Context: an optimization exercise on an open-source flow, tuned for small area and a short achievable clock period. The choices shown serve that exercise and are no tape-out recipe. Function was not checked in any run shown here: the RTL went through the layout flow alone. Power and IR drop assume default switching activity.

--- flow/config.mk ---
export PLATFORM = sky130hd
export DESIGN_NAME = DSP
export DESIGN_NICKNAME = DSP
export VERILOG_FILES = /design/flow/design.v
export SDC_FILE = /design/flow/constraint.sdc
export NUM_CORES = 4
export LEC_CHECK = 0
export CAP_MARGIN = 20
export CORE_MARGIN = 2
export CORE_UTILIZATION = 50
export SETUP_SLACK_MARGIN = 4.3
export SLEW_MARGIN = 20
export SYNTH_HIERARCHICAL = 1
export SYNTH_MINIMUM_KEEP_SIZE = 0
--- flow/constraint.sdc ---
create_clock -name core_clock -period 7.0 [get_ports {clk}]
set_input_delay 1.4000 -clock core_clock [delete_from_list [all_inputs] [get_ports {clk}]]
set_output_delay 1.4000 -clock core_clock [all_outputs]
set_load 0.01 [all_outputs]
--- flow/design.v ---
module fa (input a, input b, input c, output s, output co);
    assign s  = a ^ b ^ c;
    assign co = (a & b) | (a & c) | (b & c);
endmodule
module ha (input a, input b, output s, output co);
    assign s  = a ^ b;
    assign co = a & b;
endmodule
module DSP (a,b,c,d,clk,rst_n,p);
    parameter OPERATION = "ADD" ;
    input [17:0] a,b,d;
    input [47:0] c;
    input clk,rst_n;
    output reg [47:0] p;
    reg [17:0] a1, s1;
    reg [122:0] x;
    reg [47:0] r0, r1;
    wire [122:0] xn;
    wire [323:0] pp;
    genvar gi, gj;
    generate for (gi = 0; gi < 18; gi = gi + 1) begin : g_i
        for (gj = 0; gj < 18; gj = gj + 1) begin : g_j
            assign pp[gi*18+gj] = a1[gi] & s1[gj];
        end
    end endgenerate
    wire hs1, hk1;
    wire fs1, fk1;
    wire fs2, fk2;
    wire fs3, fk3;
    wire hs2, hk2;
    wire fs4, fk4;
    wire fs5, fk5;
    wire fs6, fk6;
    wire fs7, fk7;
    wire fs8, fk8;
    wire fs9, fk9;
    wire hs3, hk3;
    wire fs10, fk10;
    wire fs11, fk11;
    wire fs12, fk12;
    wire fs13, fk13;
    wire fs14, fk14;
    wire fs15, fk15;
    wire fs16, fk16;
    wire fs17, fk17;
    wire fs18, fk18;
    wire hs4, hk4;
    wire fs19, fk19;
    wire fs20, fk20;
    wire fs21, fk21;
    wire fs22, fk22;
    wire fs23, fk23;
    wire fs24, fk24;
    wire fs25, fk25;
    wire fs26, fk26;
    wire fs27, fk27;
    wire fs28, fk28;
    wire fs29, fk29;
    wire fs30, fk30;
    wire hs5, hk5;
    wire fs31, fk31;
    wire fs32, fk32;
    wire fs33, fk33;
    wire fs34, fk34;
    wire fs35, fk35;
    wire fs36, fk36;
    wire fs37, fk37;
    wire fs38, fk38;
    wire fs39, fk39;
    wire fs40, fk40;
    wire fs41, fk41;
    wire fs42, fk42;
    wire fs43, fk43;
    wire fs44, fk44;
    wire fs45, fk45;
    wire hs6, hk6;
    wire fs46, fk46;
    wire fs47, fk47;
    wire fs48, fk48;
    wire fs49, fk49;
    wire fs50, fk50;
    wire fs51, fk51;
    wire fs52, fk52;
    wire fs53, fk53;
    wire fs54, fk54;
    wire fs55, fk55;
    wire fs56, fk56;
    wire hs7, hk7;
    wire fs57, fk57;
    wire fs58, fk58;
    wire fs59, fk59;
    wire fs60, fk60;
    wire fs61, fk61;
    wire fs62, fk62;
    wire fs63, fk63;
    wire fs64, fk64;
    wire fs65, fk65;
    wire fs66, fk66;
    wire fs67, fk67;
    wire fs68, fk68;
    wire fs69, fk69;
    wire fs70, fk70;
    wire hs8, hk8;
    wire fs71, fk71;
    wire fs72, fk72;
    wire fs73, fk73;
    wire fs74, fk74;
    wire fs75, fk75;
    wire fs76, fk76;
    wire fs77, fk77;
    wire fs78, fk78;
    wire fs79, fk79;
    wire fs80, fk80;
    wire fs81, fk81;
    wire hs9, hk9;
    wire fs82, fk82;
    wire fs83, fk83;
    wire fs84, fk84;
    wire fs85, fk85;
    wire fs86, fk86;
    wire fs87, fk87;
    wire fs88, fk88;
    wire fs89, fk89;
    wire hs10, hk10;
    wire fs90, fk90;
    wire fs91, fk91;
    wire fs92, fk92;
    wire fs93, fk93;
    wire fs94, fk94;
    wire hs11, hk11;
    wire fs95, fk95;
    wire fs96, fk96;
    wire hs12, hk12;
    wire hs13, hk13;
    wire fs97, fk97;
    wire fs98, fk98;
    wire fs99, fk99;
    wire fs100, fk100;
    wire hs14, hk14;
    wire fs101, fk101;
    wire hs15, hk15;
    wire fs102, fk102;
    wire fs103, fk103;
    wire fs104, fk104;
    wire fs105, fk105;
    wire fs106, fk106;
    wire fs107, fk107;
    wire fs108, fk108;
    wire fs109, fk109;
    wire hs16, hk16;
    wire fs110, fk110;
    wire fs111, fk111;
    wire fs112, fk112;
    wire fs113, fk113;
    wire fs114, fk114;
    wire fs115, fk115;
    wire fs116, fk116;
    wire fs117, fk117;
    wire fs118, fk118;
    wire fs119, fk119;
    wire fs120, fk120;
    wire fs121, fk121;
    wire hs17, hk17;
    wire fs122, fk122;
    wire fs123, fk123;
    wire fs124, fk124;
    wire hs18, hk18;
    wire fs125, fk125;
    wire fs126, fk126;
    wire fs127, fk127;
    wire fs128, fk128;
    wire fs129, fk129;
    wire fs130, fk130;
    wire fs131, fk131;
    wire fs132, fk132;
    wire fs133, fk133;
    wire fs134, fk134;
    wire fs135, fk135;
    wire fs136, fk136;
    wire fs137, fk137;
    wire fs138, fk138;
    wire fs139, fk139;
    wire fs140, fk140;
    wire fs141, fk141;
    wire fs142, fk142;
    wire fs143, fk143;
    wire fs144, fk144;
    wire fs145, fk145;
    wire fs146, fk146;
    wire fs147, fk147;
    wire hs19, hk19;
    wire fs148, fk148;
    wire fs149, fk149;
    wire hs20, hk20;
    wire fs150, fk150;
    wire fs151, fk151;
    wire hs21, hk21;
    wire fs152, fk152;
    wire fs153, fk153;
    wire fs154, fk154;
    wire fs155, fk155;
    wire fs156, fk156;
    wire fs157, fk157;
    wire fs158, fk158;
    wire fs159, fk159;
    wire fs160, fk160;
    wire hs22, hk22;
    wire hs23, hk23;
    wire hs24, hk24;
    wire hs25, hk25;
    wire hs26, hk26;
    wire fs161, fk161;
    wire fs162, fk162;
    wire fs163, fk163;
    wire fs164, fk164;
    wire fs165, fk165;
    wire hs27, hk27;
    wire fs166, fk166;
    wire hs28, hk28;
    wire fs167, fk167;
    wire hs29, hk29;
    wire fs168, fk168;
    wire fs169, fk169;
    wire fs170, fk170;
    wire fs171, fk171;
    wire fs172, fk172;
    wire fs173, fk173;
    wire fs174, fk174;
    wire fs175, fk175;
    wire fs176, fk176;
    wire fs177, fk177;
    wire hs30, hk30;
    wire fs178, fk178;
    wire fs179, fk179;
    wire hs31, hk31;
    wire fs180, fk180;
    wire fs181, fk181;
    wire hs32, hk32;
    wire fs182, fk182;
    wire fs183, fk183;
    wire hs33, hk33;
    wire fs184, fk184;
    wire fs185, fk185;
    wire hs34, hk34;
    wire fs186, fk186;
    wire fs187, fk187;
    wire fs188, fk188;
    wire fs189, fk189;
    wire fs190, fk190;
    wire fs191, fk191;
    wire fs192, fk192;
    wire fs193, fk193;
    wire fs194, fk194;
    wire fs195, fk195;
    wire fs196, fk196;
    wire hs35, hk35;
    wire fs197, fk197;
    wire fs198, fk198;
    wire fs199, fk199;
    wire fs200, fk200;
    wire fs201, fk201;
    wire hs36, hk36;
    wire hs37, hk37;
    wire hs38, hk38;
    wire hs39, hk39;
    wire fs202, fk202;
    wire fs203, fk203;
    wire fs204, fk204;
    wire hs40, hk40;
    wire fs205, fk205;
    wire fs206, fk206;
    wire fs207, fk207;
    wire fs208, fk208;
    wire fs209, fk209;
    wire fs210, fk210;
    wire fs211, fk211;
    wire fs212, fk212;
    wire fs213, fk213;
    wire hs41, hk41;
    wire fs214, fk214;
    wire hs42, hk42;
    wire hs43, hk43;
    wire hs44, hk44;
    wire hs45, hk45;
    wire hs46, hk46;
    wire fs215, fk215;
    wire fs216, fk216;
    wire fs217, fk217;
    wire fs218, fk218;
    wire fs219, fk219;
    wire fs220, fk220;
    wire fs221, fk221;
    wire fs222, fk222;
    wire fs223, fk223;
    wire fs224, fk224;
    wire fs225, fk225;
    wire fs226, fk226;
    wire fs227, fk227;
    wire fs228, fk228;
    wire fs229, fk229;
    wire fs230, fk230;
    wire fs231, fk231;
    wire fs232, fk232;
    wire hs47, hk47;
    wire hs48, hk48;
    wire fs233, fk233;
    wire fs234, fk234;
    wire fs235, fk235;
    wire fs236, fk236;
    wire fs237, fk237;
    wire fs238, fk238;
    wire fs239, fk239;
    wire fs240, fk240;
    wire fs241, fk241;
    wire fs242, fk242;
    wire fs243, fk243;
    wire fs244, fk244;
    wire fs245, fk245;
    wire fs246, fk246;
    wire fs247, fk247;
    wire fs248, fk248;
    wire fs249, fk249;
    wire fs250, fk250;
    wire fs251, fk251;
    wire fs252, fk252;
    wire fs253, fk253;
    wire fs254, fk254;
    wire fs255, fk255;
    wire hs49, hk49;
    wire hs50, hk50;
    wire hs51, hk51;
    wire hs52, hk52;
    wire hs53, hk53;
    wire hs54, hk54;
    wire hs55, hk55;
    wire hs56, hk56;
    wire hs57, hk57;
    wire fs256, fk256;
    wire fs257, fk257;
    wire fs258, fk258;
    wire fs259, fk259;
    wire fs260, fk260;
    wire fs261, fk261;
    wire fs262, fk262;
    wire fs263, fk263;
    wire fs264, fk264;
    wire fs265, fk265;
    wire fs266, fk266;
    wire fs267, fk267;
    wire fs268, fk268;
    wire fs269, fk269;
    wire fs270, fk270;
    wire fs271, fk271;
    wire fs272, fk272;
    wire fs273, fk273;
    wire fs274, fk274;
    wire fs275, fk275;
    wire fs276, fk276;
    wire fs277, fk277;
    wire fs278, fk278;
    wire fs279, fk279;
    wire fs280, fk280;
    wire fs281, fk281;
    wire fs282, fk282;
    wire fs283, fk283;
    wire fs284, fk284;
    wire fs285, fk285;
    wire fs286, fk286;
    wire fs287, fk287;
    wire hs58, hk58;
    ha h1 (.a(pp[1]), .b(pp[18]), .s(hs1), .co(hk1));
    fa u1 (.a(pp[2]), .b(pp[19]), .c(pp[36]), .s(fs1), .co(fk1));
    fa u2 (.a(pp[3]), .b(pp[20]), .c(pp[37]), .s(fs2), .co(fk2));
    fa u3 (.a(pp[4]), .b(pp[21]), .c(pp[38]), .s(fs3), .co(fk3));
    ha h2 (.a(pp[55]), .b(pp[72]), .s(hs2), .co(hk2));
    fa u4 (.a(pp[5]), .b(pp[22]), .c(pp[39]), .s(fs4), .co(fk4));
    fa u5 (.a(pp[56]), .b(pp[73]), .c(pp[90]), .s(fs5), .co(fk5));
    fa u6 (.a(pp[6]), .b(pp[23]), .c(pp[40]), .s(fs6), .co(fk6));
    fa u7 (.a(pp[57]), .b(pp[74]), .c(pp[91]), .s(fs7), .co(fk7));
    fa u8 (.a(pp[7]), .b(pp[24]), .c(pp[41]), .s(fs8), .co(fk8));
    fa u9 (.a(pp[58]), .b(pp[75]), .c(pp[92]), .s(fs9), .co(fk9));
    ha h3 (.a(pp[109]), .b(pp[126]), .s(hs3), .co(hk3));
    fa u10 (.a(pp[8]), .b(pp[25]), .c(pp[42]), .s(fs10), .co(fk10));
    fa u11 (.a(pp[59]), .b(pp[76]), .c(pp[93]), .s(fs11), .co(fk11));
    fa u12 (.a(pp[110]), .b(pp[127]), .c(pp[144]), .s(fs12), .co(fk12));
    fa u13 (.a(pp[9]), .b(pp[26]), .c(pp[43]), .s(fs13), .co(fk13));
    fa u14 (.a(pp[60]), .b(pp[77]), .c(pp[94]), .s(fs14), .co(fk14));
    fa u15 (.a(pp[111]), .b(pp[128]), .c(pp[145]), .s(fs15), .co(fk15));
    fa u16 (.a(pp[10]), .b(pp[27]), .c(pp[44]), .s(fs16), .co(fk16));
    fa u17 (.a(pp[61]), .b(pp[78]), .c(pp[95]), .s(fs17), .co(fk17));
    fa u18 (.a(pp[112]), .b(pp[129]), .c(pp[146]), .s(fs18), .co(fk18));
    ha h4 (.a(pp[163]), .b(pp[180]), .s(hs4), .co(hk4));
    fa u19 (.a(pp[11]), .b(pp[28]), .c(pp[45]), .s(fs19), .co(fk19));
    fa u20 (.a(pp[62]), .b(pp[79]), .c(pp[96]), .s(fs20), .co(fk20));
    fa u21 (.a(pp[113]), .b(pp[130]), .c(pp[147]), .s(fs21), .co(fk21));
    fa u22 (.a(pp[164]), .b(pp[181]), .c(pp[198]), .s(fs22), .co(fk22));
    fa u23 (.a(pp[12]), .b(pp[29]), .c(pp[46]), .s(fs23), .co(fk23));
    fa u24 (.a(pp[63]), .b(pp[80]), .c(pp[97]), .s(fs24), .co(fk24));
    fa u25 (.a(pp[114]), .b(pp[131]), .c(pp[148]), .s(fs25), .co(fk25));
    fa u26 (.a(pp[165]), .b(pp[182]), .c(pp[199]), .s(fs26), .co(fk26));
    fa u27 (.a(pp[13]), .b(pp[30]), .c(pp[47]), .s(fs27), .co(fk27));
    fa u28 (.a(pp[64]), .b(pp[81]), .c(pp[98]), .s(fs28), .co(fk28));
    fa u29 (.a(pp[115]), .b(pp[132]), .c(pp[149]), .s(fs29), .co(fk29));
    fa u30 (.a(pp[166]), .b(pp[183]), .c(pp[200]), .s(fs30), .co(fk30));
    ha h5 (.a(pp[217]), .b(pp[234]), .s(hs5), .co(hk5));
    fa u31 (.a(pp[14]), .b(pp[31]), .c(pp[48]), .s(fs31), .co(fk31));
    fa u32 (.a(pp[65]), .b(pp[82]), .c(pp[99]), .s(fs32), .co(fk32));
    fa u33 (.a(pp[116]), .b(pp[133]), .c(pp[150]), .s(fs33), .co(fk33));
    fa u34 (.a(pp[167]), .b(pp[184]), .c(pp[201]), .s(fs34), .co(fk34));
    fa u35 (.a(pp[218]), .b(pp[235]), .c(pp[252]), .s(fs35), .co(fk35));
    fa u36 (.a(pp[15]), .b(pp[32]), .c(pp[49]), .s(fs36), .co(fk36));
    fa u37 (.a(pp[66]), .b(pp[83]), .c(pp[100]), .s(fs37), .co(fk37));
    fa u38 (.a(pp[117]), .b(pp[134]), .c(pp[151]), .s(fs38), .co(fk38));
    fa u39 (.a(pp[168]), .b(pp[185]), .c(pp[202]), .s(fs39), .co(fk39));
    fa u40 (.a(pp[219]), .b(pp[236]), .c(pp[253]), .s(fs40), .co(fk40));
    fa u41 (.a(pp[16]), .b(pp[33]), .c(pp[50]), .s(fs41), .co(fk41));
    fa u42 (.a(pp[67]), .b(pp[84]), .c(pp[101]), .s(fs42), .co(fk42));
    fa u43 (.a(pp[118]), .b(pp[135]), .c(pp[152]), .s(fs43), .co(fk43));
    fa u44 (.a(pp[169]), .b(pp[186]), .c(pp[203]), .s(fs44), .co(fk44));
    fa u45 (.a(pp[220]), .b(pp[237]), .c(pp[254]), .s(fs45), .co(fk45));
    ha h6 (.a(pp[271]), .b(pp[288]), .s(hs6), .co(hk6));
    fa u46 (.a(pp[17]), .b(pp[34]), .c(pp[51]), .s(fs46), .co(fk46));
    fa u47 (.a(pp[68]), .b(pp[85]), .c(pp[102]), .s(fs47), .co(fk47));
    fa u48 (.a(pp[119]), .b(pp[136]), .c(pp[153]), .s(fs48), .co(fk48));
    fa u49 (.a(pp[170]), .b(pp[187]), .c(pp[204]), .s(fs49), .co(fk49));
    fa u50 (.a(pp[221]), .b(pp[238]), .c(pp[255]), .s(fs50), .co(fk50));
    fa u51 (.a(pp[272]), .b(pp[289]), .c(pp[306]), .s(fs51), .co(fk51));
    fa u52 (.a(pp[35]), .b(pp[52]), .c(pp[69]), .s(fs52), .co(fk52));
    fa u53 (.a(pp[86]), .b(pp[103]), .c(pp[120]), .s(fs53), .co(fk53));
    fa u54 (.a(pp[137]), .b(pp[154]), .c(pp[171]), .s(fs54), .co(fk54));
    fa u55 (.a(pp[188]), .b(pp[205]), .c(pp[222]), .s(fs55), .co(fk55));
    fa u56 (.a(pp[239]), .b(pp[256]), .c(pp[273]), .s(fs56), .co(fk56));
    ha h7 (.a(pp[290]), .b(pp[307]), .s(hs7), .co(hk7));
    fa u57 (.a(pp[53]), .b(pp[70]), .c(pp[87]), .s(fs57), .co(fk57));
    fa u58 (.a(pp[104]), .b(pp[121]), .c(pp[138]), .s(fs58), .co(fk58));
    fa u59 (.a(pp[155]), .b(pp[172]), .c(pp[189]), .s(fs59), .co(fk59));
    fa u60 (.a(pp[206]), .b(pp[223]), .c(pp[240]), .s(fs60), .co(fk60));
    fa u61 (.a(pp[257]), .b(pp[274]), .c(pp[291]), .s(fs61), .co(fk61));
    fa u62 (.a(pp[71]), .b(pp[88]), .c(pp[105]), .s(fs62), .co(fk62));
    fa u63 (.a(pp[122]), .b(pp[139]), .c(pp[156]), .s(fs63), .co(fk63));
    fa u64 (.a(pp[173]), .b(pp[190]), .c(pp[207]), .s(fs64), .co(fk64));
    fa u65 (.a(pp[224]), .b(pp[241]), .c(pp[258]), .s(fs65), .co(fk65));
    fa u66 (.a(pp[275]), .b(pp[292]), .c(pp[309]), .s(fs66), .co(fk66));
    fa u67 (.a(pp[89]), .b(pp[106]), .c(pp[123]), .s(fs67), .co(fk67));
    fa u68 (.a(pp[140]), .b(pp[157]), .c(pp[174]), .s(fs68), .co(fk68));
    fa u69 (.a(pp[191]), .b(pp[208]), .c(pp[225]), .s(fs69), .co(fk69));
    fa u70 (.a(pp[242]), .b(pp[259]), .c(pp[276]), .s(fs70), .co(fk70));
    ha h8 (.a(pp[293]), .b(pp[310]), .s(hs8), .co(hk8));
    fa u71 (.a(pp[107]), .b(pp[124]), .c(pp[141]), .s(fs71), .co(fk71));
    fa u72 (.a(pp[158]), .b(pp[175]), .c(pp[192]), .s(fs72), .co(fk72));
    fa u73 (.a(pp[209]), .b(pp[226]), .c(pp[243]), .s(fs73), .co(fk73));
    fa u74 (.a(pp[260]), .b(pp[277]), .c(pp[294]), .s(fs74), .co(fk74));
    fa u75 (.a(pp[125]), .b(pp[142]), .c(pp[159]), .s(fs75), .co(fk75));
    fa u76 (.a(pp[176]), .b(pp[193]), .c(pp[210]), .s(fs76), .co(fk76));
    fa u77 (.a(pp[227]), .b(pp[244]), .c(pp[261]), .s(fs77), .co(fk77));
    fa u78 (.a(pp[278]), .b(pp[295]), .c(pp[312]), .s(fs78), .co(fk78));
    fa u79 (.a(pp[143]), .b(pp[160]), .c(pp[177]), .s(fs79), .co(fk79));
    fa u80 (.a(pp[194]), .b(pp[211]), .c(pp[228]), .s(fs80), .co(fk80));
    fa u81 (.a(pp[245]), .b(pp[262]), .c(pp[279]), .s(fs81), .co(fk81));
    ha h9 (.a(pp[296]), .b(pp[313]), .s(hs9), .co(hk9));
    fa u82 (.a(pp[161]), .b(pp[178]), .c(pp[195]), .s(fs82), .co(fk82));
    fa u83 (.a(pp[212]), .b(pp[229]), .c(pp[246]), .s(fs83), .co(fk83));
    fa u84 (.a(pp[263]), .b(pp[280]), .c(pp[297]), .s(fs84), .co(fk84));
    fa u85 (.a(pp[179]), .b(pp[196]), .c(pp[213]), .s(fs85), .co(fk85));
    fa u86 (.a(pp[230]), .b(pp[247]), .c(pp[264]), .s(fs86), .co(fk86));
    fa u87 (.a(pp[281]), .b(pp[298]), .c(pp[315]), .s(fs87), .co(fk87));
    fa u88 (.a(pp[197]), .b(pp[214]), .c(pp[231]), .s(fs88), .co(fk88));
    fa u89 (.a(pp[248]), .b(pp[265]), .c(pp[282]), .s(fs89), .co(fk89));
    ha h10 (.a(pp[299]), .b(pp[316]), .s(hs10), .co(hk10));
    fa u90 (.a(pp[215]), .b(pp[232]), .c(pp[249]), .s(fs90), .co(fk90));
    fa u91 (.a(pp[266]), .b(pp[283]), .c(pp[300]), .s(fs91), .co(fk91));
    fa u92 (.a(pp[233]), .b(pp[250]), .c(pp[267]), .s(fs92), .co(fk92));
    fa u93 (.a(pp[284]), .b(pp[301]), .c(pp[318]), .s(fs93), .co(fk93));
    fa u94 (.a(pp[251]), .b(pp[268]), .c(pp[285]), .s(fs94), .co(fk94));
    ha h11 (.a(pp[302]), .b(pp[319]), .s(hs11), .co(hk11));
    fa u95 (.a(pp[269]), .b(pp[286]), .c(pp[303]), .s(fs95), .co(fk95));
    fa u96 (.a(pp[287]), .b(pp[304]), .c(pp[321]), .s(fs96), .co(fk96));
    ha h12 (.a(pp[305]), .b(pp[322]), .s(hs12), .co(hk12));
    ha h13 (.a(hk1), .b(fs1), .s(hs13), .co(hk13));
    fa u97 (.a(fk1), .b(fs2), .c(pp[54]), .s(fs97), .co(fk97));
    fa u98 (.a(fk2), .b(fs3), .c(hs2), .s(fs98), .co(fk98));
    fa u99 (.a(fk3), .b(hk2), .c(fs4), .s(fs99), .co(fk99));
    fa u100 (.a(fk4), .b(fk5), .c(fs6), .s(fs100), .co(fk100));
    ha h14 (.a(fs7), .b(pp[108]), .s(hs14), .co(hk14));
    fa u101 (.a(fk6), .b(fk7), .c(fs8), .s(fs101), .co(fk101));
    ha h15 (.a(fs9), .b(hs3), .s(hs15), .co(hk15));
    fa u102 (.a(fk8), .b(fk9), .c(hk3), .s(fs102), .co(fk102));
    fa u103 (.a(fs10), .b(fs11), .c(fs12), .s(fs103), .co(fk103));
    fa u104 (.a(fk10), .b(fk11), .c(fk12), .s(fs104), .co(fk104));
    fa u105 (.a(fs13), .b(fs14), .c(fs15), .s(fs105), .co(fk105));
    fa u106 (.a(fk13), .b(fk14), .c(fk15), .s(fs106), .co(fk106));
    fa u107 (.a(fs16), .b(fs17), .c(fs18), .s(fs107), .co(fk107));
    fa u108 (.a(fk16), .b(fk17), .c(fk18), .s(fs108), .co(fk108));
    fa u109 (.a(hk4), .b(fs19), .c(fs20), .s(fs109), .co(fk109));
    ha h16 (.a(fs21), .b(fs22), .s(hs16), .co(hk16));
    fa u110 (.a(fk19), .b(fk20), .c(fk21), .s(fs110), .co(fk110));
    fa u111 (.a(fk22), .b(fs23), .c(fs24), .s(fs111), .co(fk111));
    fa u112 (.a(fs25), .b(fs26), .c(pp[216]), .s(fs112), .co(fk112));
    fa u113 (.a(fk23), .b(fk24), .c(fk25), .s(fs113), .co(fk113));
    fa u114 (.a(fk26), .b(fs27), .c(fs28), .s(fs114), .co(fk114));
    fa u115 (.a(fs29), .b(fs30), .c(hs5), .s(fs115), .co(fk115));
    fa u116 (.a(fk27), .b(fk28), .c(fk29), .s(fs116), .co(fk116));
    fa u117 (.a(fk30), .b(hk5), .c(fs31), .s(fs117), .co(fk117));
    fa u118 (.a(fs32), .b(fs33), .c(fs34), .s(fs118), .co(fk118));
    fa u119 (.a(fk31), .b(fk32), .c(fk33), .s(fs119), .co(fk119));
    fa u120 (.a(fk34), .b(fk35), .c(fs36), .s(fs120), .co(fk120));
    fa u121 (.a(fs37), .b(fs38), .c(fs39), .s(fs121), .co(fk121));
    ha h17 (.a(fs40), .b(pp[270]), .s(hs17), .co(hk17));
    fa u122 (.a(fk36), .b(fk37), .c(fk38), .s(fs122), .co(fk122));
    fa u123 (.a(fk39), .b(fk40), .c(fs41), .s(fs123), .co(fk123));
    fa u124 (.a(fs42), .b(fs43), .c(fs44), .s(fs124), .co(fk124));
    ha h18 (.a(fs45), .b(hs6), .s(hs18), .co(hk18));
    fa u125 (.a(fk41), .b(fk42), .c(fk43), .s(fs125), .co(fk125));
    fa u126 (.a(fk44), .b(fk45), .c(hk6), .s(fs126), .co(fk126));
    fa u127 (.a(fs46), .b(fs47), .c(fs48), .s(fs127), .co(fk127));
    fa u128 (.a(fs49), .b(fs50), .c(fs51), .s(fs128), .co(fk128));
    fa u129 (.a(fk46), .b(fk47), .c(fk48), .s(fs129), .co(fk129));
    fa u130 (.a(fk49), .b(fk50), .c(fk51), .s(fs130), .co(fk130));
    fa u131 (.a(fs52), .b(fs53), .c(fs54), .s(fs131), .co(fk131));
    fa u132 (.a(fs55), .b(fs56), .c(hs7), .s(fs132), .co(fk132));
    fa u133 (.a(fk52), .b(fk53), .c(fk54), .s(fs133), .co(fk133));
    fa u134 (.a(fk55), .b(fk56), .c(hk7), .s(fs134), .co(fk134));
    fa u135 (.a(fs57), .b(fs58), .c(fs59), .s(fs135), .co(fk135));
    fa u136 (.a(fs60), .b(fs61), .c(pp[308]), .s(fs136), .co(fk136));
    fa u137 (.a(fk57), .b(fk58), .c(fk59), .s(fs137), .co(fk137));
    fa u138 (.a(fk60), .b(fk61), .c(fs62), .s(fs138), .co(fk138));
    fa u139 (.a(fs63), .b(fs64), .c(fs65), .s(fs139), .co(fk139));
    fa u140 (.a(fk62), .b(fk63), .c(fk64), .s(fs140), .co(fk140));
    fa u141 (.a(fk65), .b(fk66), .c(fs67), .s(fs141), .co(fk141));
    fa u142 (.a(fs68), .b(fs69), .c(fs70), .s(fs142), .co(fk142));
    fa u143 (.a(fk67), .b(fk68), .c(fk69), .s(fs143), .co(fk143));
    fa u144 (.a(fk70), .b(hk8), .c(fs71), .s(fs144), .co(fk144));
    fa u145 (.a(fs72), .b(fs73), .c(fs74), .s(fs145), .co(fk145));
    fa u146 (.a(fk71), .b(fk72), .c(fk73), .s(fs146), .co(fk146));
    fa u147 (.a(fk74), .b(fs75), .c(fs76), .s(fs147), .co(fk147));
    ha h19 (.a(fs77), .b(fs78), .s(hs19), .co(hk19));
    fa u148 (.a(fk75), .b(fk76), .c(fk77), .s(fs148), .co(fk148));
    fa u149 (.a(fk78), .b(fs79), .c(fs80), .s(fs149), .co(fk149));
    ha h20 (.a(fs81), .b(hs9), .s(hs20), .co(hk20));
    fa u150 (.a(fk79), .b(fk80), .c(fk81), .s(fs150), .co(fk150));
    fa u151 (.a(hk9), .b(fs82), .c(fs83), .s(fs151), .co(fk151));
    ha h21 (.a(fs84), .b(pp[314]), .s(hs21), .co(hk21));
    fa u152 (.a(fk82), .b(fk83), .c(fk84), .s(fs152), .co(fk152));
    fa u153 (.a(fs85), .b(fs86), .c(fs87), .s(fs153), .co(fk153));
    fa u154 (.a(fk85), .b(fk86), .c(fk87), .s(fs154), .co(fk154));
    fa u155 (.a(fs88), .b(fs89), .c(hs10), .s(fs155), .co(fk155));
    fa u156 (.a(fk88), .b(fk89), .c(hk10), .s(fs156), .co(fk156));
    fa u157 (.a(fs90), .b(fs91), .c(pp[317]), .s(fs157), .co(fk157));
    fa u158 (.a(fk90), .b(fk91), .c(fs92), .s(fs158), .co(fk158));
    fa u159 (.a(fk92), .b(fk93), .c(fs94), .s(fs159), .co(fk159));
    fa u160 (.a(fk94), .b(hk11), .c(fs95), .s(fs160), .co(fk160));
    ha h22 (.a(fk95), .b(fs96), .s(hs22), .co(hk22));
    ha h23 (.a(fk96), .b(hs12), .s(hs23), .co(hk23));
    ha h24 (.a(hk12), .b(pp[323]), .s(hs24), .co(hk24));
    ha h25 (.a(hk13), .b(fs97), .s(hs25), .co(hk25));
    ha h26 (.a(fk97), .b(fs98), .s(hs26), .co(hk26));
    fa u161 (.a(fk98), .b(fs99), .c(fs5), .s(fs161), .co(fk161));
    fa u162 (.a(fk99), .b(fs100), .c(hs14), .s(fs162), .co(fk162));
    fa u163 (.a(fk100), .b(hk14), .c(fs101), .s(fs163), .co(fk163));
    fa u164 (.a(fk101), .b(hk15), .c(fs102), .s(fs164), .co(fk164));
    fa u165 (.a(fk102), .b(fk103), .c(fs104), .s(fs165), .co(fk165));
    ha h27 (.a(fs105), .b(pp[162]), .s(hs27), .co(hk27));
    fa u166 (.a(fk104), .b(fk105), .c(fs106), .s(fs166), .co(fk166));
    ha h28 (.a(fs107), .b(hs4), .s(hs28), .co(hk28));
    fa u167 (.a(fk106), .b(fk107), .c(fs108), .s(fs167), .co(fk167));
    ha h29 (.a(fs109), .b(hs16), .s(hs29), .co(hk29));
    fa u168 (.a(fk108), .b(fk109), .c(hk16), .s(fs168), .co(fk168));
    fa u169 (.a(fs110), .b(fs111), .c(fs112), .s(fs169), .co(fk169));
    fa u170 (.a(fk110), .b(fk111), .c(fk112), .s(fs170), .co(fk170));
    fa u171 (.a(fs113), .b(fs114), .c(fs115), .s(fs171), .co(fk171));
    fa u172 (.a(fk113), .b(fk114), .c(fk115), .s(fs172), .co(fk172));
    fa u173 (.a(fs116), .b(fs117), .c(fs118), .s(fs173), .co(fk173));
    fa u174 (.a(fk116), .b(fk117), .c(fk118), .s(fs174), .co(fk174));
    fa u175 (.a(fs119), .b(fs120), .c(fs121), .s(fs175), .co(fk175));
    fa u176 (.a(fk119), .b(fk120), .c(fk121), .s(fs176), .co(fk176));
    fa u177 (.a(hk17), .b(fs122), .c(fs123), .s(fs177), .co(fk177));
    ha h30 (.a(fs124), .b(hs18), .s(hs30), .co(hk30));
    fa u178 (.a(fk122), .b(fk123), .c(fk124), .s(fs178), .co(fk178));
    fa u179 (.a(hk18), .b(fs125), .c(fs126), .s(fs179), .co(fk179));
    ha h31 (.a(fs127), .b(fs128), .s(hs31), .co(hk31));
    fa u180 (.a(fk125), .b(fk126), .c(fk127), .s(fs180), .co(fk180));
    fa u181 (.a(fk128), .b(fs129), .c(fs130), .s(fs181), .co(fk181));
    ha h32 (.a(fs131), .b(fs132), .s(hs32), .co(hk32));
    fa u182 (.a(fk129), .b(fk130), .c(fk131), .s(fs182), .co(fk182));
    fa u183 (.a(fk132), .b(fs133), .c(fs134), .s(fs183), .co(fk183));
    ha h33 (.a(fs135), .b(fs136), .s(hs33), .co(hk33));
    fa u184 (.a(fk133), .b(fk134), .c(fk135), .s(fs184), .co(fk184));
    fa u185 (.a(fk136), .b(fs137), .c(fs138), .s(fs185), .co(fk185));
    ha h34 (.a(fs139), .b(fs66), .s(hs34), .co(hk34));
    fa u186 (.a(fk137), .b(fk138), .c(fk139), .s(fs186), .co(fk186));
    fa u187 (.a(fs140), .b(fs141), .c(fs142), .s(fs187), .co(fk187));
    fa u188 (.a(fk140), .b(fk141), .c(fk142), .s(fs188), .co(fk188));
    fa u189 (.a(fs143), .b(fs144), .c(fs145), .s(fs189), .co(fk189));
    fa u190 (.a(fk143), .b(fk144), .c(fk145), .s(fs190), .co(fk190));
    fa u191 (.a(fs146), .b(fs147), .c(hs19), .s(fs191), .co(fk191));
    fa u192 (.a(fk146), .b(fk147), .c(hk19), .s(fs192), .co(fk192));
    fa u193 (.a(fs148), .b(fs149), .c(hs20), .s(fs193), .co(fk193));
    fa u194 (.a(fk148), .b(fk149), .c(hk20), .s(fs194), .co(fk194));
    fa u195 (.a(fs150), .b(fs151), .c(hs21), .s(fs195), .co(fk195));
    fa u196 (.a(fk150), .b(fk151), .c(hk21), .s(fs196), .co(fk196));
    ha h35 (.a(fs152), .b(fs153), .s(hs35), .co(hk35));
    fa u197 (.a(fk152), .b(fk153), .c(fs154), .s(fs197), .co(fk197));
    fa u198 (.a(fk154), .b(fk155), .c(fs156), .s(fs198), .co(fk198));
    fa u199 (.a(fk156), .b(fk157), .c(fs158), .s(fs199), .co(fk199));
    fa u200 (.a(fk158), .b(fs159), .c(hs11), .s(fs200), .co(fk200));
    fa u201 (.a(fk159), .b(fs160), .c(pp[320]), .s(fs201), .co(fk201));
    ha h36 (.a(fk160), .b(hs22), .s(hs36), .co(hk36));
    ha h37 (.a(hk22), .b(hs23), .s(hs37), .co(hk37));
    ha h38 (.a(hk23), .b(hs24), .s(hs38), .co(hk38));
    ha h39 (.a(x[35]), .b(x[36]), .s(hs39), .co(hk39));
    fa u202 (.a(x[40]), .b(x[41]), .c(x[42]), .s(fs202), .co(fk202));
    fa u203 (.a(x[45]), .b(x[46]), .c(x[47]), .s(fs203), .co(fk203));
    fa u204 (.a(x[50]), .b(x[51]), .c(x[52]), .s(fs204), .co(fk204));
    ha h40 (.a(x[53]), .b(x[54]), .s(hs40), .co(hk40));
    fa u205 (.a(x[56]), .b(x[57]), .c(x[58]), .s(fs205), .co(fk205));
    fa u206 (.a(x[59]), .b(x[60]), .c(x[61]), .s(fs206), .co(fk206));
    fa u207 (.a(x[62]), .b(x[63]), .c(x[64]), .s(fs207), .co(fk207));
    fa u208 (.a(x[65]), .b(x[66]), .c(x[67]), .s(fs208), .co(fk208));
    fa u209 (.a(x[68]), .b(x[69]), .c(x[70]), .s(fs209), .co(fk209));
    fa u210 (.a(x[71]), .b(x[72]), .c(x[73]), .s(fs210), .co(fk210));
    fa u211 (.a(x[74]), .b(x[75]), .c(x[76]), .s(fs211), .co(fk211));
    fa u212 (.a(x[77]), .b(x[78]), .c(x[79]), .s(fs212), .co(fk212));
    fa u213 (.a(x[80]), .b(x[81]), .c(x[82]), .s(fs213), .co(fk213));
    ha h41 (.a(x[83]), .b(x[84]), .s(hs41), .co(hk41));
    fa u214 (.a(x[85]), .b(x[86]), .c(x[87]), .s(fs214), .co(fk214));
    ha h42 (.a(x[89]), .b(x[90]), .s(hs42), .co(hk42));
    ha h43 (.a(x[93]), .b(x[94]), .s(hs43), .co(hk43));
    ha h44 (.a(x[97]), .b(x[98]), .s(hs44), .co(hk44));
    ha h45 (.a(x[101]), .b(x[102]), .s(hs45), .co(hk45));
    ha h46 (.a(x[19]), .b(x[20]), .s(hs46), .co(hk46));
    fa u215 (.a(x[23]), .b(x[24]), .c(x[25]), .s(fs215), .co(fk215));
    fa u216 (.a(x[27]), .b(x[28]), .c(x[29]), .s(fs216), .co(fk216));
    fa u217 (.a(x[31]), .b(x[32]), .c(x[33]), .s(fs217), .co(fk217));
    fa u218 (.a(x[37]), .b(x[38]), .c(x[39]), .s(fs218), .co(fk218));
    fa u219 (.a(x[43]), .b(x[44]), .c(hk39), .s(fs219), .co(fk219));
    fa u220 (.a(x[48]), .b(x[49]), .c(fk202), .s(fs220), .co(fk220));
    fa u221 (.a(x[55]), .b(fk203), .c(fs204), .s(fs221), .co(fk221));
    fa u222 (.a(fk204), .b(hk40), .c(fs205), .s(fs222), .co(fk222));
    fa u223 (.a(fk205), .b(fk206), .c(fs207), .s(fs223), .co(fk223));
    fa u224 (.a(fk207), .b(fk208), .c(fs209), .s(fs224), .co(fk224));
    fa u225 (.a(fk209), .b(fk210), .c(fs211), .s(fs225), .co(fk225));
    fa u226 (.a(fk211), .b(fk212), .c(fs213), .s(fs226), .co(fk226));
    fa u227 (.a(x[88]), .b(fk213), .c(hk41), .s(fs227), .co(fk227));
    fa u228 (.a(x[91]), .b(x[92]), .c(fk214), .s(fs228), .co(fk228));
    fa u229 (.a(x[95]), .b(x[96]), .c(hk42), .s(fs229), .co(fk229));
    fa u230 (.a(x[99]), .b(x[100]), .c(hk43), .s(fs230), .co(fk230));
    fa u231 (.a(x[103]), .b(x[104]), .c(hk44), .s(fs231), .co(fk231));
    fa u232 (.a(x[105]), .b(x[106]), .c(x[107]), .s(fs232), .co(fk232));
    ha h47 (.a(x[108]), .b(x[109]), .s(hs47), .co(hk47));
    ha h48 (.a(x[10]), .b(x[11]), .s(hs48), .co(hk48));
    fa u233 (.a(x[13]), .b(x[14]), .c(x[15]), .s(fs233), .co(fk233));
    fa u234 (.a(x[16]), .b(x[17]), .c(x[18]), .s(fs234), .co(fk234));
    fa u235 (.a(x[21]), .b(x[22]), .c(hs46), .s(fs235), .co(fk235));
    fa u236 (.a(x[26]), .b(hk46), .c(fs215), .s(fs236), .co(fk236));
    fa u237 (.a(x[30]), .b(fk215), .c(fs216), .s(fs237), .co(fk237));
    fa u238 (.a(x[34]), .b(fk216), .c(fs217), .s(fs238), .co(fk238));
    fa u239 (.a(hs39), .b(fk217), .c(fs218), .s(fs239), .co(fk239));
    fa u240 (.a(fs202), .b(fk218), .c(fs219), .s(fs240), .co(fk240));
    fa u241 (.a(fs203), .b(fk219), .c(fs220), .s(fs241), .co(fk241));
    fa u242 (.a(hs40), .b(fk220), .c(fs221), .s(fs242), .co(fk242));
    fa u243 (.a(fs206), .b(fk221), .c(fs222), .s(fs243), .co(fk243));
    fa u244 (.a(fs208), .b(fk222), .c(fs223), .s(fs244), .co(fk244));
    fa u245 (.a(fs210), .b(fk223), .c(fs224), .s(fs245), .co(fk245));
    fa u246 (.a(fs212), .b(fk224), .c(fs225), .s(fs246), .co(fk246));
    fa u247 (.a(hs41), .b(fk225), .c(fs226), .s(fs247), .co(fk247));
    fa u248 (.a(fs214), .b(fk226), .c(fs227), .s(fs248), .co(fk248));
    fa u249 (.a(hs42), .b(fk227), .c(fs228), .s(fs249), .co(fk249));
    fa u250 (.a(hs43), .b(fk228), .c(fs229), .s(fs250), .co(fk250));
    fa u251 (.a(hs44), .b(fk229), .c(fs230), .s(fs251), .co(fk251));
    fa u252 (.a(hs45), .b(fk230), .c(fs231), .s(fs252), .co(fk252));
    fa u253 (.a(hk45), .b(fk231), .c(fs232), .s(fs253), .co(fk253));
    fa u254 (.a(x[110]), .b(fk232), .c(hs47), .s(fs254), .co(fk254));
    fa u255 (.a(x[111]), .b(x[112]), .c(hk47), .s(fs255), .co(fk255));
    ha h49 (.a(x[113]), .b(x[114]), .s(hs49), .co(hk49));
    ha h50 (.a(x[115]), .b(x[116]), .s(hs50), .co(hk50));
    ha h51 (.a(x[117]), .b(x[118]), .s(hs51), .co(hk51));
    ha h52 (.a(x[119]), .b(x[120]), .s(hs52), .co(hk52));
    ha h53 (.a(x[121]), .b(x[122]), .s(hs53), .co(hk53));
    ha h54 (.a(x[0]), .b(c[0]), .s(hs54), .co(hk54));
    ha h55 (.a(x[1]), .b(c[1]), .s(hs55), .co(hk55));
    ha h56 (.a(x[2]), .b(c[2]), .s(hs56), .co(hk56));
    ha h57 (.a(x[3]), .b(c[3]), .s(hs57), .co(hk57));
    fa u256 (.a(x[4]), .b(x[5]), .c(c[4]), .s(fs256), .co(fk256));
    fa u257 (.a(x[6]), .b(x[7]), .c(c[5]), .s(fs257), .co(fk257));
    fa u258 (.a(x[8]), .b(x[9]), .c(c[6]), .s(fs258), .co(fk258));
    fa u259 (.a(x[12]), .b(hs48), .c(c[7]), .s(fs259), .co(fk259));
    fa u260 (.a(hk48), .b(fs233), .c(c[8]), .s(fs260), .co(fk260));
    fa u261 (.a(fk233), .b(fs234), .c(c[9]), .s(fs261), .co(fk261));
    fa u262 (.a(fk234), .b(fs235), .c(c[10]), .s(fs262), .co(fk262));
    fa u263 (.a(fk235), .b(fs236), .c(c[11]), .s(fs263), .co(fk263));
    fa u264 (.a(fk236), .b(fs237), .c(c[12]), .s(fs264), .co(fk264));
    fa u265 (.a(fk237), .b(fs238), .c(c[13]), .s(fs265), .co(fk265));
    fa u266 (.a(fk238), .b(fs239), .c(c[14]), .s(fs266), .co(fk266));
    fa u267 (.a(fk239), .b(fs240), .c(c[15]), .s(fs267), .co(fk267));
    fa u268 (.a(fk240), .b(fs241), .c(c[16]), .s(fs268), .co(fk268));
    fa u269 (.a(fk241), .b(fs242), .c(c[17]), .s(fs269), .co(fk269));
    fa u270 (.a(fk242), .b(fs243), .c(c[18]), .s(fs270), .co(fk270));
    fa u271 (.a(fk243), .b(fs244), .c(c[19]), .s(fs271), .co(fk271));
    fa u272 (.a(fk244), .b(fs245), .c(c[20]), .s(fs272), .co(fk272));
    fa u273 (.a(fk245), .b(fs246), .c(c[21]), .s(fs273), .co(fk273));
    fa u274 (.a(fk246), .b(fs247), .c(c[22]), .s(fs274), .co(fk274));
    fa u275 (.a(fk247), .b(fs248), .c(c[23]), .s(fs275), .co(fk275));
    fa u276 (.a(fk248), .b(fs249), .c(c[24]), .s(fs276), .co(fk276));
    fa u277 (.a(fk249), .b(fs250), .c(c[25]), .s(fs277), .co(fk277));
    fa u278 (.a(fk250), .b(fs251), .c(c[26]), .s(fs278), .co(fk278));
    fa u279 (.a(fk251), .b(fs252), .c(c[27]), .s(fs279), .co(fk279));
    fa u280 (.a(fk252), .b(fs253), .c(c[28]), .s(fs280), .co(fk280));
    fa u281 (.a(fk253), .b(fs254), .c(c[29]), .s(fs281), .co(fk281));
    fa u282 (.a(fk254), .b(fs255), .c(c[30]), .s(fs282), .co(fk282));
    fa u283 (.a(fk255), .b(hs49), .c(c[31]), .s(fs283), .co(fk283));
    fa u284 (.a(hk49), .b(hs50), .c(c[32]), .s(fs284), .co(fk284));
    fa u285 (.a(hk50), .b(hs51), .c(c[33]), .s(fs285), .co(fk285));
    fa u286 (.a(hk51), .b(hs52), .c(c[34]), .s(fs286), .co(fk286));
    fa u287 (.a(hk52), .b(hs53), .c(c[35]), .s(fs287), .co(fk287));
    ha h58 (.a(hk53), .b(c[36]), .s(hs58), .co(hk58));
    assign xn[0] = pp[0];
    assign xn[1] = hs1;
    assign xn[2] = hs13;
    assign xn[3] = hs25;
    assign xn[4] = hk25;
    assign xn[5] = hs26;
    assign xn[6] = hk26;
    assign xn[7] = fs161;
    assign xn[8] = fk161;
    assign xn[9] = fs162;
    assign xn[10] = fk162;
    assign xn[11] = fs163;
    assign xn[12] = hs15;
    assign xn[13] = fk163;
    assign xn[14] = fs164;
    assign xn[15] = fs103;
    assign xn[16] = fk164;
    assign xn[17] = fs165;
    assign xn[18] = hs27;
    assign xn[19] = fk165;
    assign xn[20] = hk27;
    assign xn[21] = fs166;
    assign xn[22] = hs28;
    assign xn[23] = fk166;
    assign xn[24] = hk28;
    assign xn[25] = fs167;
    assign xn[26] = hs29;
    assign xn[27] = fk167;
    assign xn[28] = hk29;
    assign xn[29] = fs168;
    assign xn[30] = fs169;
    assign xn[31] = fk168;
    assign xn[32] = fk169;
    assign xn[33] = fs170;
    assign xn[34] = fs171;
    assign xn[35] = fk170;
    assign xn[36] = fk171;
    assign xn[37] = fs172;
    assign xn[38] = fs173;
    assign xn[39] = fs35;
    assign xn[40] = fk172;
    assign xn[41] = fk173;
    assign xn[42] = fs174;
    assign xn[43] = fs175;
    assign xn[44] = hs17;
    assign xn[45] = fk174;
    assign xn[46] = fk175;
    assign xn[47] = fs176;
    assign xn[48] = fs177;
    assign xn[49] = hs30;
    assign xn[50] = fk176;
    assign xn[51] = fk177;
    assign xn[52] = hk30;
    assign xn[53] = fs178;
    assign xn[54] = fs179;
    assign xn[55] = hs31;
    assign xn[56] = fk178;
    assign xn[57] = fk179;
    assign xn[58] = hk31;
    assign xn[59] = fs180;
    assign xn[60] = fs181;
    assign xn[61] = hs32;
    assign xn[62] = fk180;
    assign xn[63] = fk181;
    assign xn[64] = hk32;
    assign xn[65] = fs182;
    assign xn[66] = fs183;
    assign xn[67] = hs33;
    assign xn[68] = fk182;
    assign xn[69] = fk183;
    assign xn[70] = hk33;
    assign xn[71] = fs184;
    assign xn[72] = fs185;
    assign xn[73] = hs34;
    assign xn[74] = fk184;
    assign xn[75] = fk185;
    assign xn[76] = hk34;
    assign xn[77] = fs186;
    assign xn[78] = fs187;
    assign xn[79] = hs8;
    assign xn[80] = fk186;
    assign xn[81] = fk187;
    assign xn[82] = fs188;
    assign xn[83] = fs189;
    assign xn[84] = pp[311];
    assign xn[85] = fk188;
    assign xn[86] = fk189;
    assign xn[87] = fs190;
    assign xn[88] = fs191;
    assign xn[89] = fk190;
    assign xn[90] = fk191;
    assign xn[91] = fs192;
    assign xn[92] = fs193;
    assign xn[93] = fk192;
    assign xn[94] = fk193;
    assign xn[95] = fs194;
    assign xn[96] = fs195;
    assign xn[97] = fk194;
    assign xn[98] = fk195;
    assign xn[99] = fs196;
    assign xn[100] = hs35;
    assign xn[101] = fk196;
    assign xn[102] = hk35;
    assign xn[103] = fs197;
    assign xn[104] = fs155;
    assign xn[105] = fk197;
    assign xn[106] = fs198;
    assign xn[107] = fs157;
    assign xn[108] = fk198;
    assign xn[109] = fs199;
    assign xn[110] = fs93;
    assign xn[111] = fk199;
    assign xn[112] = fs200;
    assign xn[113] = fk200;
    assign xn[114] = fs201;
    assign xn[115] = fk201;
    assign xn[116] = hs36;
    assign xn[117] = hk36;
    assign xn[118] = hs37;
    assign xn[119] = hk37;
    assign xn[120] = hs38;
    assign xn[121] = hk38;
    assign xn[122] = hk24;
    wire [47:0] r0n = {c[47], c[46], c[45], c[44], c[43], c[42], c[41], c[40], c[39], c[38], hk58, fk287, fk286, fk285, fk284, fk283, fk282, fk281, fk280, fk279, fk278, fk277, fk276, fk275, fk274, fk273, fk272, fk271, fk270, fk269, fk268, fk267, fk266, fk265, fk264, fk263, fk262, fk261, fk260, fk259, fk258, fk257, fk256, hk57, hk56, hk55, hk54, hs54};
    wire [47:0] r1n = {1'b0, 1'b0, 1'b0, 1'b0, 1'b0, 1'b0, 1'b0, 1'b0, 1'b0, 1'b0, c[37], hs58, fs287, fs286, fs285, fs284, fs283, fs282, fs281, fs280, fs279, fs278, fs277, fs276, fs275, fs274, fs273, fs272, fs271, fs270, fs269, fs268, fs267, fs266, fs265, fs264, fs263, fs262, fs261, fs260, fs259, fs258, fs257, fs256, hs57, hs56, hs55, 1'b0};
    always @(posedge clk or negedge rst_n) begin
        if (!rst_n) begin
            a1 <= 0; s1 <= 0; x <= 0; r0 <= 0; r1 <= 0; p <= 0;
        end else begin
            a1 <= a;
            s1 <= b + d;
            x  <= xn;
            r0 <= r0n;
            r1 <= r1n;
            p  <= r0 + r1;
        end
    end
endmodule
--- flow/run.sh ---
#!/bin/bash
# synth_recipe.tcl (not shown) runs the flow's synth.tcl, then flattens the netlist and writes it again
# the make line also repeats each setting of config.mk as NAME=value (left out here)
make -C /OpenROAD-flow-scripts/flow DESIGN_CONFIG=/design/flow/config.mk WORK_HOME=/design/flow/orfs CLKGATE_MAP_FILE= SYNTH_SCRIPT=/design/flow/synth_recipe.tcl finish
==> results.yml, run 1 <==
clock_network:
  cts_max_level: 2
  cts_buffers: 35
  cts_sinks: 292
  clk_latency_ns: 0.55
  clock_path_buffers: 3
  cts_tree: "done"
  root_buffer: "clkbuf_16"
  clk_pin_slew_ns: 0.05
  holdBufCountCts: 0
floorplanning:
  boundaryPins: 152
  start_util_pct: 51.00
  num_rows: 71
  die_h_um: 200.5
  dieArea_mm2: 0.04019
  die_width_um: 200.5
  core_area_mm2: 0.03784
sta:
  worstMarginPinSlew_ns: 0.9164
  timing.final.crit_share_pct: 42.26
  max_slew_margin_pct: 38.91
  hold_viol: 0
  rsz0062_at_grt: "true"
  setup_violations: 0
  finClkSkew_ns: 0.01595
  clock.fmax_mhz: 338.0
  setup_tns_ns: 0
  maxSlewViolCount: 0
  layout_min_cycle_time_ns: 2.958
synthesis:
  synth_flop_cell: "dfrtp_1"
  yosysSeqAreaShare_pct: 37.86
  ys_async_sr_fraction_pct: 100.0
  yosys.cell_types.count: 63
  yosysWarnings: 7
  synth_fp_nets: 1986
  ys_ff_latch: 292
  synth_cells: 1481
  syn_area_per_cell_um2: 13.03
  synth_edf_count: 0
  syn_area_mm2: 0.01930
routing:
  drt-total-wl_mm: 46.30
  vias: 11900
  wire_per_inst_um: 21.04
  dr.first_iter.drc_count: 603
  drc: 0
  ant_nets: 0
  drtPass1Iterations: 5
  vias_per_cell: 5.404
min_path:
  hold_path_end: "p[0]$_DFF_PN0_"
  holdPathStages: 0
  hp-start: "r0[0]$_DFF_PN0_"
  min_path_type: "reg -> reg"
run_status:
  status: "complete, no violations"
setup_path:
  worst_setup_path_start_kind: "input port"
  reg2reg_depth: 4
  worstPathMaxFanout: 2
  timing.rr.end: "x[43]$_DFF_PN0_"
  reg2reg_slack_ns: 4.29
  critPathArrivalTime_ns: 3.41
  r2r_start: "s1[14]$_DFF_PN0_"
  critPathKind: "in -> reg"
  crit_start: "d[0]"
  endpoint_kind: "flop"
  worst_ep_required_time_ns: 7.45
layout:
  nets: 2169
  antenna_cells: 0
  area_growth_pct: 21.25
  layout-drive-gt1-share_pct: 13.20
global_route:
  grtUsageMet3_pct: 4.269
  grt_pass1_vias: 13070
  grt_max_degree: 140
  top_usage_layer: "met2"
  grt_use_met1_pct: 34.88
  grtUsageMet2_pct: 37.38
  grt_pass1_wl_mm: 74.15
  track_usage_pct: 23.99
  grt_overflow_total: 0
  antenna_found_initial: 1
place:
  gp_congestion: 0.8459
  hpwl_mm: 31.82
  portBuffers: 151
power:
  leakagePower_nw: 10.47
  total_power_w: 0.01091
  peakVddDrop_uv: 221.4
  power_density_mw_per_mm2: 466.4
run:
  cap_violations: 0
cell usage after synthesis, types with 2 or more instances:
library cell  instances  share of area (%)
o211ai_1              7               0.27
inv_1                24               0.47
ha_1                112                7.3
a211oi_1              7               0.27
o21ai_0              22               0.57
or2_2                 3              0.097
o221ai_1              4               0.18
a2111oi_4             2               0.29
or4b_1                2               0.10
buf_2                 3              0.078
o21bai_1              9               0.35
o2111ai_1             3               0.14
o22ai_1               3              0.097
nand2b_1              7               0.23
and3_1                9               0.29
fa_1                289                 30
a21oi_1              53                1.4
clkbuf_1             41               0.80
a31oi_1               4               0.13
and2_1              329                 11
nor4_1                4               0.13
or3_1                 2              0.065
a221oi_1              2              0.091
nor2_1               45               0.88
a21o_1               17               0.66
mux2i_1               2               0.10
o311ai_1              5               0.23
or4_1                 5               0.19
o2111a_1              2               0.12
nand2_1              46               0.89
xnor2_1              37                1.7
o31ai_1               6               0.23
nor3_1               12               0.31
o21a_1                6               0.23
nor2b_1               2              0.065
o311ai_0              2              0.091
dfrtp_1             292                 38
xor2_1               10               0.45
nand4_1               8               0.26
o41ai_2               2               0.17
nand3_1              19               0.49
flip-flops by register name, indices dropped and copies added (netlist names):
signal / count
s1: 18
x: 123
r1: 37
a1: 18
r0: 48
p: 48
metal layers:
| metal | part of all wire, % | up-vias |
|---|---|---|
| met3 | 5.0 | 103 |
| met4 | 2.7 | 0 |
| li1 | - | 5256 |
| met2 | 46 | 340 |
| met5 | 0 | - |
| met1 | 46 | 6196 |
power breakdown:
part / internal (W) / switching (W)
clock: 0.00109 / 0.000726
combinational: 0.00291 / 0.00322
sequential: 0.00247 / 0.000499
cell type report:
type	count	area, um2
inverter	24	90.09
clock buffer	45	964.7
clock inverter	18	183.9
multi-input combinational	1119	12400
sequential	292	7342
tap	511	639.4
fill	3046	14440
timing repair buffer	192	1780
worst max-delay path: stages:
cell      delay (ns)
buf_6           0.10
ha_4            0.16
fa_2            0.34
a21o_1          0.21
a21oi_2         0.16
o21a_1          0.21
nor3_4          0.06
o31ai_4         0.20
or4b_4          0.48
o211ai_1        0.10
per-module statistics from Yosys (local to each module, per instance):
module  flip-flops and latches  cells
DSP                        292   1136
ha                           0      1
fa                           0      1
layout by cell type, fill, tap and decap left out, types with 7 or more instances in the layout:
cell and count:
and2_1 329, fa_1 287, dfrtp_1 264, clkdlybuf4s50_1 84
ha_1 82, dlygate4sd2_1 60, a21oi_1 43, nor2_1 43
nand2_1 42, clkbuf_16 36, xnor2_1 35, buf_4 33
ha_4 28, dfrtp_2 28, inv_1 24, o21ai_0 19
a21o_1 17, nand3_1 16, clkinv_2 12, nor3_1 11
xor2_1 10, and3_1 9, buf_6 9, a21oi_2 8
nand4_1 8, o211ai_1 7, o21bai_1 7
cells by family (layout without fill, tap and decap cells):
kind of cell             count (synthesis)  count (layout)  synth area share, %
adder cells (fa/ha/maj)                401             401                37.24
AND/OR/NAND/NOR                        502             502                15.12
XOR/XNOR                                47              47                2.133
AO/OA/AOI/OAI                          167             167                6.145
multiplexers                             2               2               0.1037
flip-flops                             292             292                37.86
buffers and inverters                   70             279                1.407
worst max path at each step:
stage | to | slack (ns)
6_report | s1[14]$_DFF_PN0_ | 4.04
3_5_place_dp | s1[14]$_DFF_PN0_ | 2.94
3_3_place_gp | s1[14]$_DFF_PN0_ | 2.97
2_1_floorplan | s1[14]$_DFF_PN0_ | 3.62
4_1_cts | s1[14]$_DFF_PN0_ | 4.03
5_1_grt | s1[14]$_DFF_PN0_ | 4.00
through the flow:
stage	utilization, %	hold slack, ns	cells	worst slack [ns]	area (um2)
CTS	60.71	0.3707	2184	4.025	22970
detailed placement	56.38	0.3603	2099	2.942	21340
finish	61.84	0.3642	2201	4.042	23400
global placement	56.38	0.3334	2099	2.968	21340
floorplan	-	0.3312	1481	3.619	19330
global route	61.84	0.3769	2201	4.002	23400
timing repair:
item                                    in CTS  in global routing
setup buffers                               22                 17
pin swaps                                   28                 44
endpoints found under the setup margin      82                 63
gates resized for setup                    152                 74
==> run 2, diff against run 1 <==
--- a/flow/config.mk
+++ b/flow/config.mk
@@ -9,5 +9,4 @@
 export CORE_MARGIN = 2
 export CORE_UTILIZATION = 50
-export SETUP_SLACK_MARGIN = 4.3
 export SLEW_MARGIN = 20
 export SYNTH_HIERARCHICAL = 1
==> results.yml, run 2 <==
synthesis:
  synth_top_area_cell: "dfrtp_1"
  synth_edf_count: 0
  ys_ff_latch: 292
  synth_top_area_share_pct: 37.86
  yosysSeqAreaShare_pct: 37.86
  ys_async_sr_fraction_pct: 100.0
  synth.most_common_cell: "and2_1"
  synth_flop_cell: "dfrtp_1"
  synth_cells: 1481
  yosys.cell_types.count: 63
  syn_area_per_cell_um2: 13.03
  syn_area_mm2: 0.01930
  yosysWarnings: 7
  yosys-top-cells-count: "329 x and2_1, 292 x dfrtp_1, 289 x fa_1"
  synth_fp_nets: 1986
  synth_area_leaders: "dfrtp_1 38%, fa_1 30%, and2_1 11%"
clock_network:
  holdBufCountCts: 0
  cts_buffers: 36
  cts_max_level: 2
  clk_latency_ns: 0.54
  clk_pin_slew_ns: 0.05
  cts_resized: 0
  cts_tree: "done"
  clock_path_buffers: 3
  post_cts_buffers: 0
  cts_sinks: 292
  root_buffer: "clkbuf_16"
global_route:
  grt_overflow_total: 0
  grt_pass1_wl_mm: 71.42
  grt_max_degree: 138
  grt_pass1_vias: 12770
  antenna_found_initial: 0
  track_usage_pct: 23.03
layout:
  antenna_cells: 0
  final_common_cell: "and2_1"
  nets: 2132
  reg_top3: "x (123), p (48), r0 (48)"
  layout_common_cells: "329 x and2_1, 292 x dfrtp_1, 289 x fa_1"
  top_register: "x"
  layout-drive-gt1-share_pct: 4.719
  fillers: 3087
  largest_reg_flops: 123
  fin_area_mm2: 0.02246
  fin_cells: 2164
  area_growth_pct: 16.36
floorplanning:
  die_width_um: 200.5
  start_util_pct: 51.00
  core_area_mm2: 0.03784
  boundaryPins: 152
  die_h_um: 200.5
  dieArea_mm2: 0.04019
  num_rows: 71
routing:
  drtPass1Iterations: 5
  vias: 11620
  ant_nets: 0
  dr.first_iter.drc_count: 630
  drt-total-wl_mm: 44.20
  vias_per_cell: 5.370
  wire_per_inst_um: 20.43
  drc: 0
place:
  portBuffers: 151
  place_area_mm2: 0.02131
  hpwl_mm: 31.51
  gp_congestion: 0.8469
  dp_cells: 2100
setup_path:
  cp_num_buf_inv: 1
  worst_ep_required_time_ns: 7.45
  worst_setup_path_start_kind: "input port"
  endpoint_kind: "flop"
  cp_cell_sequence: "clkdlybuf4s50_1, ha_1, fa_1, a21o_1, a21oi_1, o21a_1, nor3_1, o31ai_1, or4b_1, o211ai_1"
  critPathKind: "in -> reg"
  critPathArrivalTime_ns: 4.35
  cp_slowest_cell: "o31ai_1"
  slowest_delay_ns: 0.59
  worstPathMaxFanout: 4
  path_delay_family: "compound AO/OA/AOI/OAI gates"
min_path:
  min_path_type: "reg -> reg"
sta:
  timing.final.crit_share_pct: 55.82
  clock.fmax_mhz: 255.9
  rsz0062_at_grt: "false"
  max_slew_margin_pct: 39.05
  layout_min_cycle_time_ns: 3.907
  hold_viol: 0
  worstMarginPinSlew_ns: 0.9142
  maxSlewViolCount: 0
  setup_violations: 0
  setup_tns_ns: 0
  finClkSkew_ns: 0.01910
run:
  cap_violations: 0
power:
  power_density_mw_per_mm2: 461.4
  peakVddDrop_uv: 180.5
  leakagePower_nw: 10.14
run_status:
  status: "complete, no violations"
[run 2: cell counts after synthesis]
No cell type changed its count.
[run 2: final timing paths]
path	startpoint	end	slack (ns)	depth (start not counted)
max	b[0]	s1[14]$_DFF_PN0_	3.09	10
max reg2reg	r0[6]$_DFF_PN0_	p[39]$_DFF_PN0_	4.19	8
min reg2reg	r0[0]$_DFF_PN0_	p[0]$_DFF_PN0_	0.35	0
min in group asynchronous	rst_n	r1[37]$_DFF_PN0_	0.88	1
min	r0[0]$_DFF_PN0_	p[0]$_DFF_PN0_	0.35	0
max in group asynchronous	rst_n	a1[1]$_DFF_PN0_	4.91	2
[run 2: metrics by stage]
stage | power [W] | util [%] | hold WS (ns) | setup WS [ns]
after floorplan | 0.006745 | - | 0.3312 | 3.332
after global placement | 0.008521 | 56.31 | 0.3320 | 2.656
after detailed placement | 0.008663 | 56.31 | 0.3419 | 2.574
after CTS | 0.01052 | 59.35 | 0.3541 | 3.124
after global routing | 0.01143 | 59.35 | 0.3628 | 2.925
final | 0.01036 | 59.35 | 0.3509 | 3.093
[run 2: cell type report]
cell class | count | area, um2 | share of cell area, %
multi-input combinational | 1119 | 11720 | 52.20
sequential | 292 | 7307 | 32.53
timing repair buffer | 154 | 1551 | 6.908
clock buffer | 47 | 1015 | 4.518
tap | 511 | 639.4 | 2.847
clock inverter | 17 | 133.9 | 0.5961
inverter | 24 | 90.09 | 0.4011
[run 2: per-module statistics from Yosys, one instance, submodules excluded]
module	cells	cell area, um2	flip-flops and latches	times used
DSP	1136	12830	292	1
fa	1	20.02	0	287
ha	1	12.51	0	58
[run 2: logic make-up (layout without fill, tap and decap cells)]
group / after synthesis / in the layout / share of synthesized area, %
adders and majority gates: 401 / 401 / 37.24
xor gates and xnor gates: 47 / 47 / 2.133
DFF: 292 / 292 / 37.86
buffers and inverters: 70 / 242 / 1.407
AOI/OAI and AO/OA: 167 / 167 / 6.145
and+or+nand+nor: 502 / 502 / 15.12
muxes: 2 / 2 / 0.1037
[run 2: layer usage]
metal	global-route usage (%)	up-vias	wire, um
met3	4.773	87	2433
met1	32.73	5998	20090
li1	-	5187	-
met5	0	-	0
met4	6.667	0	1103
met2	36.22	348	20580
[run 2: report_power, final]
part           internal, W  switching, W  leakage (nW)
Combinational      0.00263       0.00304          6.05
Clock              0.00106      0.000719         0.570
Sequential         0.00247      0.000448          3.52
==> run 3, diff against run 2 <==
--- a/flow/config.mk
+++ b/flow/config.mk
@@ -6,7 +6,9 @@
 export NUM_CORES = 4
 export LEC_CHECK = 0
+export ABC_CLOCK_PERIOD_IN_PS = 1500
 export CAP_MARGIN = 20
 export CORE_MARGIN = 2
 export CORE_UTILIZATION = 50
+export SETUP_SLACK_MARGIN = 4.3
 export SLEW_MARGIN = 20
 export SYNTH_HIERARCHICAL = 1
==> results.yml, run 3 <==
sta:
  setup_ws_ns: 4.042
  timing.final.crit_share_pct: 42.26
  maxSlewViolCount: 0
  max_slew_margin_pct: 38.91
  worstMarginPinSlew_ns: 0.9164
  setup_tns_ns: 0
  clock.fmax_mhz: 338.0
  setup_violations: 0
  layout_min_cycle_time_ns: 2.958
floorplanning:
  boundaryPins: 152
  num_rows: 71
  die_h_um: 200.5
  dieArea_mm2: 0.04019
  core_area_mm2: 0.03784
routing:
  dr.first_iter.drc_count: 603
  ant_nets: 0
  highest_layer: "met4"
  drt-total-wl_mm: 46.30
  vias_per_cell: 5.404
  drtPass1Iterations: 5
  drc: 0
  wl_met2_mm: 21.36
  drt-met1-wl_mm: 21.36
  wire_per_inst_um: 21.04
global_route:
  grt_pass1_wl_mm: 74.15
  antenna_found_initial: 1
  track_usage_pct: 23.99
  grt_pass1_vias: 13070
clock_network:
  holdBufCountCts: 0
  cts_tree: "done"
  cts_sinks: 292
  cts_buffers: 35
  clk_pin_slew_ns: 0.05
  clk_latency_ns: 0.55
layout:
  largest_reg_flops: 123
  top_register: "x"
  antenna_cells: 0
  nets: 2169
  fillers: 3046
  layout_common_cells: "329 x and2_1, 287 x fa_1, 264 x dfrtp_1"
  final_common_cell: "and2_1"
synthesis:
  yosysWarnings: 7
  synthAdderAreaFrac_pct: 37.24
  synth_cells: 1481
  synth_top_area_cell: "dfrtp_1"
  yosysSeqAreaShare_pct: 37.86
  syn_area_mm2: 0.01930
  synth_top_area_share_pct: 37.86
  synth_edf_count: 0
  synth.most_common_cell: "and2_1"
  ys_async_sr_fraction_pct: 100.0
  synth_simple_gate_area_share_pct: 15.12
  yosys-top-cells-count: "329 x and2_1, 292 x dfrtp_1, 289 x fa_1"
  ys_ff_latch: 292
  synth_top_family_by_area: "adder cells"
setup_path:
  reg2reg_depth: 4
  cp_cell_sequence: "buf_6, ha_4, fa_2, a21o_1, a21oi_2, o21a_1, nor3_4, o31ai_4, or4b_4, o211ai_1"
  endpoint_kind: "flop"
  critPathKind: "in -> reg"
  timing.rr.end: "x[43]$_DFF_PN0_"
  worst_ep_required_time_ns: 7.45
  worst_setup_path_start_kind: "input port"
  cp_slowest_cell: "or4b_4"
  crit_start: "d[0]"
  reg2reg_slack_ns: 4.29
place:
  portBuffers: 151
  gp_congestion: 0.8459
run_status:
  status: "complete, no violations"
min_path:
  min_path_type: "reg -> reg"
  hp-start: "r0[0]$_DFF_PN0_"
  hold_path_end: "p[0]$_DFF_PN0_"
[run 3: cell counts after synthesis]
Identical to the previous run, type by type.
[run 3: Yosys stat by module, one instance, submodules excluded]
module  cells inside  cell area, um2  times used  flip-flops and latches
ha                 1           12.51          58                       0
fa                 1           20.02         287                       0
DSP             1136           12830           1                     292
[run 3: cell families (layout without fill, tap and decap cells)]
kind of cell / count (synthesis) / after routing
AOI/OAI and AO/OA: 167 / 167
xor gates and xnor gates: 47 / 47
adders and majority gates: 401 / 401
buffers and inverters: 70 / 279
DFF: 292 / 292
muxes: 2 / 2
and+or+nand+nor: 502 / 502
[run 3: metrics by stage]
step	cell area, um2	hold slack [ns]	total power, W	cells	utilization [%]
2_1_floorplan	19330	0.3312	0.006748	1481	-
3_3_place_gp	21340	0.3334	0.008536	2099	56.38
3_5_place_dp	21340	0.3603	0.008666	2099	56.38
4_1_cts	22970	0.3707	0.01072	2184	60.71
5_1_grt	23400	0.3769	0.01193	2201	61.84
6_report	23400	0.3642	0.01091	2201	61.84
[run 3: layer usage]
layer  GRT usage (%)  up-vias
met5               0        -
met4           7.143        0
met3           4.269      103
met2           37.38      340
met1           34.88     6196
li1                -     5256
[run 3: worst max-delay path, delay by kind of cell]
family | cells | cell delay, ns
buf+inv | 1 | 0.10
compound gates | 5 | 0.88
simple gates | 2 | 0.54
fa+ha+maj | 2 | 0.50
[run 3: worst max path at each step]
stage | depth (start not counted) | end
2_1_floorplan | 9 | s1[14]$_DFF_PN0_
3_3_place_gp | 10 | s1[14]$_DFF_PN0_
3_5_place_dp | 10 | s1[14]$_DFF_PN0_
4_1_cts | 10 | s1[14]$_DFF_PN0_
5_1_grt | 10 | s1[14]$_DFF_PN0_
6_report | 10 | s1[14]$_DFF_PN0_
[run 3: power breakdown]
| part | internal [W] | switching, W |
|---|---|---|
| sequential | 0.00247 | 0.000499 |
| combinational | 0.00291 | 0.00322 |
| clock | 0.00109 | 0.000726 |
| total | 0.00647 | 0.00444 |
[run 3: repair_timing]
action                                 4_1_cts  5_1_grt
gates resized for setup                    152       74
setup endpoints to repair                   82       63
cloned                                       0        0
pin swaps                                   28       44
buffers inserted                            22       17
endpoints found under the hold margin        0        0
[run 3: cell type report]
| class | count | area (um2) | share of cell area [%] |
|---|---|---|---|
| multi-input cells | 1119 | 12400 | 52.99 |
| flip-flops and latches | 292 | 7342 | 31.37 |
| repair buffers | 192 | 1780 | 7.608 |
| clock buffers | 45 | 964.7 | 4.122 |
| well taps | 511 | 639.4 | 2.732 |
| clock inverters | 18 | 183.9 | 0.7859 |
| inverters | 24 | 90.09 | 0.3849 |

Setup slack of run 3, layout unchanged: 4.042 ns with ideal ports, 4.057 ns with driving cells assumed (clock clkbuf_16, inputs buf_2), 3.470 ns with port delays also shifted by the 0.587 ns mid clock arrival.
